From an optimization exercise on the open Yosys and OpenROAD flow, aimed at small area, a short achievable clock period and few clock cycles per item; shortcuts taken in it are not production practice. Only simulation tests tie the RTL to the original design; equivalence was not proved.

==> inputs of garnet <==
// PID
module PID(
    input clk,rst_n,
    input adc_complete,
    input [INPUT_BIT_WIDTH-1:0] sample,
    input wire signed[PARAMETER_BIT_WIDTH-1:0] target,
    input wire signed[PARAMETER_BIT_WIDTH-1:0] kp,
    input wire signed[PARAMETER_BIT_WIDTH-1:0] ki,
    input wire signed[PARAMETER_BIT_WIDTH-1:0] maximum_out,
    input wire signed[PARAMETER_BIT_WIDTH-1:0] minimum_out,
    input wire signed[PARAMETER_BIT_WIDTH-1:0] maximum_add,
    input wire signed[PARAMETER_BIT_WIDTH-1:0] minimum_add,
    output reg signed[PARAMETER_BIT_WIDTH-1:0] pi_out,
    output reg pi_valid
);
clock: 10.0 ns
lec_check: 0
cap_margin: 20
core_margin: 2
core_utilization: 40
setup_slack_margin: 2
slew_margin: 20
run.sh (not shown) runs the stock make flow with config.mk's settings and CLKGATE_MAP_FILE= SYNTH_SCRIPT=/design/flow/synth_recipe.tcl, a recipe that flattens the netlist after the stock synthesis.
==> xenon: changes against garnet <==
--- a/flow/config.mk
+++ b/flow/config.mk
@@ -8,5 +8,5 @@
 export CAP_MARGIN = 20
 export CORE_MARGIN = 2
 export CORE_UTILIZATION = 40
-export SETUP_SLACK_MARGIN = 2
+export SETUP_SLACK_MARGIN = 3
 export SLEW_MARGIN = 20
==> lagoon: changes against garnet <==
--- a/flow/config.mk
+++ b/flow/config.mk
@@ -8,5 +8,4 @@
 export CAP_MARGIN = 20
 export CORE_MARGIN = 2
 export CORE_UTILIZATION = 40
-export SETUP_SLACK_MARGIN = 2
 export SLEW_MARGIN = 20
==> comparison table <==
| metric | lagoon | xenon | garnet |
|---|---|---|---|
| Footprint of the multi-input gates | 0.0209 mm² | 0.0209 mm² | 0.0209 mm² |
| Non-Filler Instances | 4,196 | 4,198 | 4,196 |
| Post-CTS setup buffer count | 0 | 1 | 0 |
| Final setup skew | 0.0223 ns | 0.0216 ns | 0.0223 ns |
| GR Layer Usage met2 | 0.416 | 0.416 | 0.416 |
| Critical Path RT | 10.41 ns | 10.40 ns | 10.41 ns |
| Met3 routed wirelength | 6030 µm | 6120 µm | 6030 µm |
| Global-route wire length before repair | 140,000 µm | 140,000 µm | 140,000 µm |
| Setup slack, reg-to-reg | 3.05 ns | 3.70 ns | 3.05 ns |
| Timing-limited maximum frequency | 0.134 GHz | 0.147 GHz | 0.134 GHz |
| # resized after CTS | 0 | 5 | 0 |
| Arr. time, crit path | 7.85 ns | 7.18 ns | 7.85 ns |
| Critical Path Sink | pi_out[2] | pi_out[7] | pi_out[2] |
| Rel. slew slack | 0.304 | 0.326 | 0.304 |
| Total via count after detailed routing | 23,700 | 23,700 | 23,700 |
| Number of DRC violations after detailed-routing iteration 0 | 2,037 | 2,059 | 2,037 |
| Clock distribution area overhead in the final layout | 0.0191 | 0.0191 | 0.0191 |
| Vias in the first global route | 23,900 | 23,900 | 23,900 |
| Outcome | finished clean | finished clean | finished clean |
| Register share of the cell area | 0.137 | 0.137 | 0.137 |
| Worst R2R End | pi_out[2] | pi_out[7] | pi_out[2] |
| Area growth from synthesis to final layout | 13.2% | 13.4% | 13.2% |
Testbench counts of garnet, summed over its fixed seeds: cycles 4,800, items 1,600.
Testbench counts of xenon, summed over its fixed seeds: cycles 4,800, items 1,600.
Testbench counts of lagoon, summed over its fixed seeds: cycles 4,800, items 1,600.


==> v2: inputs <==
Another version of the RTL of PID (not shown whole).
Settings: LEC_CHECK=0, ABC_AREA=1, CAP_MARGIN=20, CORE_MARGIN=2, CORE_UTILIZATION=40, SETUP_SLACK_MARGIN=4, SLEW_MARGIN=20, BUFFER_PORTS_ARGS=-buffer_cell sky130_fd_sc_hd__buf_2; clock period 10.0 ns.
standard.sh (not shown) runs the stock make flow with config.mk's settings and CLKGATE_MAP_FILE= SYNTH_SCRIPT=/design/flow/synth_recipe.tcl, a recipe that flattens the netlist after the stock synthesis.
==> flow/flow/run.sh <==
#!/bin/bash
set -euo pipefail
echo 'export BUFFER_PORTS_ARGS = -buffer_cell sky130_fd_sc_hd__buf_2' >> config.mk
bash standard.sh finish > standard_flow.log 2>&1
==> v30 (differences from v2) <==
==> flow/flow/run.sh (replaced) <==
#!/bin/bash
set -euo pipefail
echo 'export BUFFER_PORTS_ARGS = -buffer_cell sky130_fd_sc_hd__buf_2' >> config.mk
echo 'export SYNTH_ARGS = -noabc' >> config.mk
bash standard.sh finish > standard_flow.log 2>&1
--- a/flow/config.mk
+++ b/flow/config.mk
@@ -8,7 +8,8 @@
 export ABC_AREA = 1
 export CAP_MARGIN = 20
 export CORE_MARGIN = 2
-export CORE_UTILIZATION = 40
+export CORE_UTILIZATION = 70
 export SETUP_SLACK_MARGIN = 4
 export SLEW_MARGIN = 20
 export BUFFER_PORTS_ARGS = -buffer_cell sky130_fd_sc_hd__buf_2
+export SYNTH_ARGS = -noabc
==> v35 (differences from v2) <==
==> flow/flow/run.sh (replaced) <==
#!/bin/bash
set -euo pipefail
echo 'export BUFFER_PORTS_ARGS = -buffer_cell sky130_fd_sc_hd__buf_2' >> config.mk
echo 'export SYNTH_ARGS = -noabc' >> config.mk
bash standard.sh finish > standard_flow.log 2>&1
--- a/flow/config.mk
+++ b/flow/config.mk
@@ -8,7 +8,8 @@
 export ABC_AREA = 1
 export CAP_MARGIN = 20
 export CORE_MARGIN = 2
-export CORE_UTILIZATION = 40
-export SETUP_SLACK_MARGIN = 4
+export CORE_UTILIZATION = 60
+export SETUP_SLACK_MARGIN = 4.25
 export SLEW_MARGIN = 20
 export BUFFER_PORTS_ARGS = -buffer_cell sky130_fd_sc_hd__buf_2
+export SYNTH_ARGS = -noabc
==> flow_summary_export.csv <==
group,metric,value,unit
detailed_routing,wirelength,78500,microns
final_layout,buffer_area_share,5.50,%
status,outcome,"complete, no violations",
grt,grt_use_met1,34.1,%
(the above is from v2)
==> flow_summary_export.csv <==
group,metric,value,unit
status,outcome,"complete, no violations",
detailed_routing,wirelength,71400,microns
worst_setup_path,r2r_start,"s2$_DFF_PN0_",
hold_path,min-delay-path-class,"flop to flop",
worst_setup_path,startpoint,"maximum_add[9]",
grt,grt_use_met1,49.5,%
logic_synthesis,synth_top_area_share,20.8,%
(the above is from v30)
==> flow_summary_export.csv <==
group,metric,value,unit
status,outcome,"complete, no violations",
logic_synthesis,synth_enable_flop_cells,0,
detailed_routing,wirelength,74100,microns
grt,grt_use_met1,44.3,%
logic_synthesis,syn_inst,3033,
(the above is from v35)
Testbench counts of v2, summed over its fixed seeds: cycles 4,800, items 1,600.
Testbench counts of v30, summed over its fixed seeds: cycles 4,800, items 1,600.
Testbench counts of v35, summed over its fixed seeds: cycles 4,800, items 1,600.


==> run Y <==
PID, a different RTL version from the one above (not shown whole).
clock: 10.0 ns
lec_check: 0
abc_area: 1
cap_margin: 20
core_margin: 2
core_utilization: 60
cts_buf_list: sky130_fd_sc_hd__clkbuf_4 sky130_fd_sc_hd__clkbuf_8
setup_slack_margin: 4.25
slew_margin: 20
buffer_ports_args: -buffer_cell sky130_fd_sc_hd__buf_2
synth_args: -noabc
==> flow/flow/run.sh <==
#!/bin/bash
set -euo pipefail
echo 'export BUFFER_PORTS_ARGS = -buffer_cell sky130_fd_sc_hd__buf_2' >> config.mk
echo 'export SYNTH_ARGS = -noabc' >> config.mk
bash standard.sh finish > standard_flow.log 2>&1
==> run M: changes against run Y <==
--- a/flow/config.mk
+++ b/flow/config.mk
@@ -11,3 +11,2 @@
 export CORE_UTILIZATION = 60
-export CTS_BUF_LIST = sky130_fd_sc_hd__clkbuf_4 sky130_fd_sc_hd__clkbuf_8
 export SETUP_SLACK_MARGIN = 4.25
==> run D: changes against run Y <==
--- a/flow/config.mk
+++ b/flow/config.mk
@@ -11,3 +11,3 @@
 export CORE_UTILIZATION = 60
-export CTS_BUF_LIST = sky130_fd_sc_hd__clkbuf_4 sky130_fd_sc_hd__clkbuf_8
+export CTS_BUF_LIST = sky130_fd_sc_hd__clkbuf_8
 export SETUP_SLACK_MARGIN = 4.25
==> qor summary <==
| metric | run D | run M | run Y |
|---|---|---|---|
| Run status | no timing/DRC/antenna violations | no timing/DRC/antenna violations | no timing/DRC/antenna violations |
| Share of the final layout cell area in sequential cells | 16.5% | 16.4% | 16.5% |
| First-pass GRT wire length | 112000 um | 113000 um | 112000 um |
| Finished Cell Area | 25900 um^2 | 26000 um^2 | 25900 um^2 |
| End-of-flow core utilization | 67.2% | 67.5% | 67.2% |
| Bufs w/o clock | 288 | 278 | 288 |
| R2R Path End | pi_out[21] | p1b_r[25] | pi_out[21] |
| Final #Nets | 3760 | 3751 | 3760 |
| Post-CTS setup-driven buffer insertion count | 1 | 3 | 1 |
| Vias in the first global route | 22.0k | 22.1k | 22.0k |
Testbench counts of run Y, summed over its fixed seeds: cycles 4,800, items 1,600.
Testbench counts of run M, summed over its fixed seeds: cycles 4,800, items 1,600.
Testbench counts of run D, summed over its fixed seeds: cycles 4,800, items 1,600.


==> nickel: inputs <==
PID with an RTL version that a note above also has.
export LEC_CHECK = 0
export ABC_AREA = 1
export CAP_MARGIN = 20
export CORE_MARGIN = 2
export CORE_UTILIZATION = 60
export SETUP_SLACK_MARGIN = 4
export SLEW_MARGIN = 20
export BUFFER_PORTS_ARGS = -buffer_cell sky130_fd_sc_hd__buf_2
create_clock -name core_clock -period 10.0 [get_ports {clk}]
==> flow/flow/run.sh <==
#!/bin/bash
set -euo pipefail
echo 'export BUFFER_PORTS_ARGS = -buffer_cell sky130_fd_sc_hd__buf_2' >> config.mk
bash standard.sh finish > standard_flow.log 2>&1
==> willow (differences from nickel) <==
==> flow/run.sh (new file) <==
#!/bin/bash
# synth_recipe.tcl (not shown) runs the flow's synth.tcl, then flattens the netlist and writes it again
# the make line also repeats each setting of config.mk as NAME=value (left out here)
make -C /OpenROAD-flow-scripts/flow DESIGN_CONFIG=/design/flow/config.mk WORK_HOME=/design/flow/orfs CLKGATE_MAP_FILE= SYNTH_SCRIPT=/design/flow/synth_recipe.tcl finish
Settings changed: ABC_AREA 1 to not set, BUFFER_PORTS_ARGS -buffer_cell sky130_fd_sc_hd__buf_2 to not set, CORE_UTILIZATION 60 to 40.
removed: flow/flow/run.sh
removed: flow/standard.sh
==> onyx (differences from nickel) <==
==> flow/flow/run.sh (replaced) <==
#!/bin/bash
set -euo pipefail
echo 'export BUFFER_PORTS_ARGS = -buffer_cell sky130_fd_sc_hd__buf_2' >> config.mk
echo 'export SYNTH_ARGS = -noabc' >> config.mk
bash standard.sh finish > standard_flow.log 2>&1
Settings changed: CTS_BUF_LIST set to sky130_fd_sc_hd__clkbuf_4 sky130_fd_sc_hd__clkbuf_8, SETUP_SLACK_MARGIN 4 to 4.5, SYNTH_ARGS set to -noabc.
==> qor summary <==
Final weighted congestion in routability-driven placement: nickel 0.957; onyx 0.982; willow 0.950
1st-iter DRT viols: nickel 1845; onyx 1905; willow 2501
Via density: nickel 5.70; onyx 6.00; willow 5.77
Post-Route Skew: nickel 10.3 ps; onyx 25.4 ps; willow 14.8 ps
Area growth from synthesis to layout: nickel 9.62%; onyx 10.7%; willow 23.1%
Rel. slew slack: nickel 33.7%; onyx 22.4%; willow 29.0%
Synth top area share: nickel 20.3%; onyx 20.8%; willow 18.6%
CP Data Required Time: nickel 10400 ps; onyx 10470 ps; willow 10410 ps
Die height: nickel 206 um; onyx 204 um; willow 263 um
Fraction of layout instances using a drive strength above 1: nickel 10.9%; onyx 12.5%; willow 14.8%
Post-synthesis instance total: nickel 3221; onyx 3033; willow 3195
Count of nets after finishing: nickel 4031; onyx 3844; willow 4044
Post-synthesis mux area share: nickel 0.504%; onyx 0.507%; willow 3.04%
Area of the die: nickel 42600 um^2; onyx 41500 um^2; willow 69100 um^2
Status: nickel complete, no violations; onyx complete, no violations; willow complete, no violations
Testbench counts of nickel, summed over its fixed seeds: cycles 4,800, items 1,600.
Testbench counts of willow, summed over its fixed seeds: cycles 4,800, items 1,600.
Testbench counts of onyx, summed over its fixed seeds: cycles 4,800, items 1,600.

re-timing with driven ports:
Ports are ideal in the flow. The routed layouts listed here were re-timed in OpenROAD.
Step 1, drivers: a clkbuf_16 drives clk and a buf_2 each remaining input, both assumed.
Step 2 times the ports against the registers' clock, not the clock port: input delays grow and output delays shrink by t, the midpoint of the rising clock arrivals with the driver on.
Slacks: no drivers / after step 1 / after step 2; pairs: no drivers / after step 1.
run | t (ns) | setup slack, ns | worst register clock-pin slew, ns | cell pins on the clock port's net
garnet | 0.554 | 2.561 / 2.590 / 2.036 | 0.09 / 0.09 | 1
xenon | 0.554 | 3.211 / 3.240 / 2.686 | 0.09 / 0.09 | 1
lagoon | 0.554 | 2.561 / 2.590 / 2.036 | 0.09 / 0.09 | 1
v2 | 0.570 | 4.255 / 4.251 / 3.681 | 0.10 / 0.10 | 1
v30 | 0.525 | 4.306 / 4.339 / 3.814 | 0.08 / 0.08 | 1
v35 | 0.560 | 4.415 / 4.449 / 3.889 | 0.08 / 0.08 | 1
run Y | 0.611 | 4.505 / 4.541 / 3.931 | 0.12 / 0.12 | 1
run M | 0.538 | 4.385 / 4.424 / 3.885 | 0.09 / 0.09 | 1
run D | 0.611 | 4.505 / 4.541 / 3.931 | 0.12 / 0.12 | 1
nickel | 0.558 | 4.318 / 4.318 / 3.804 | 0.08 / 0.08 | 1
willow | 0.570 | 3.868 / 3.906 / 3.337 | 0.09 / 0.09 | 1
onyx | 0.639 | 4.470 / 4.497 / 3.864 | 0.12 / 0.12 | 1
After both steps every run listed still meets setup and hold. The setup slack of onyx, which loses most, moves by +0.027 ns with the drivers and by -0.606 ns with both steps.
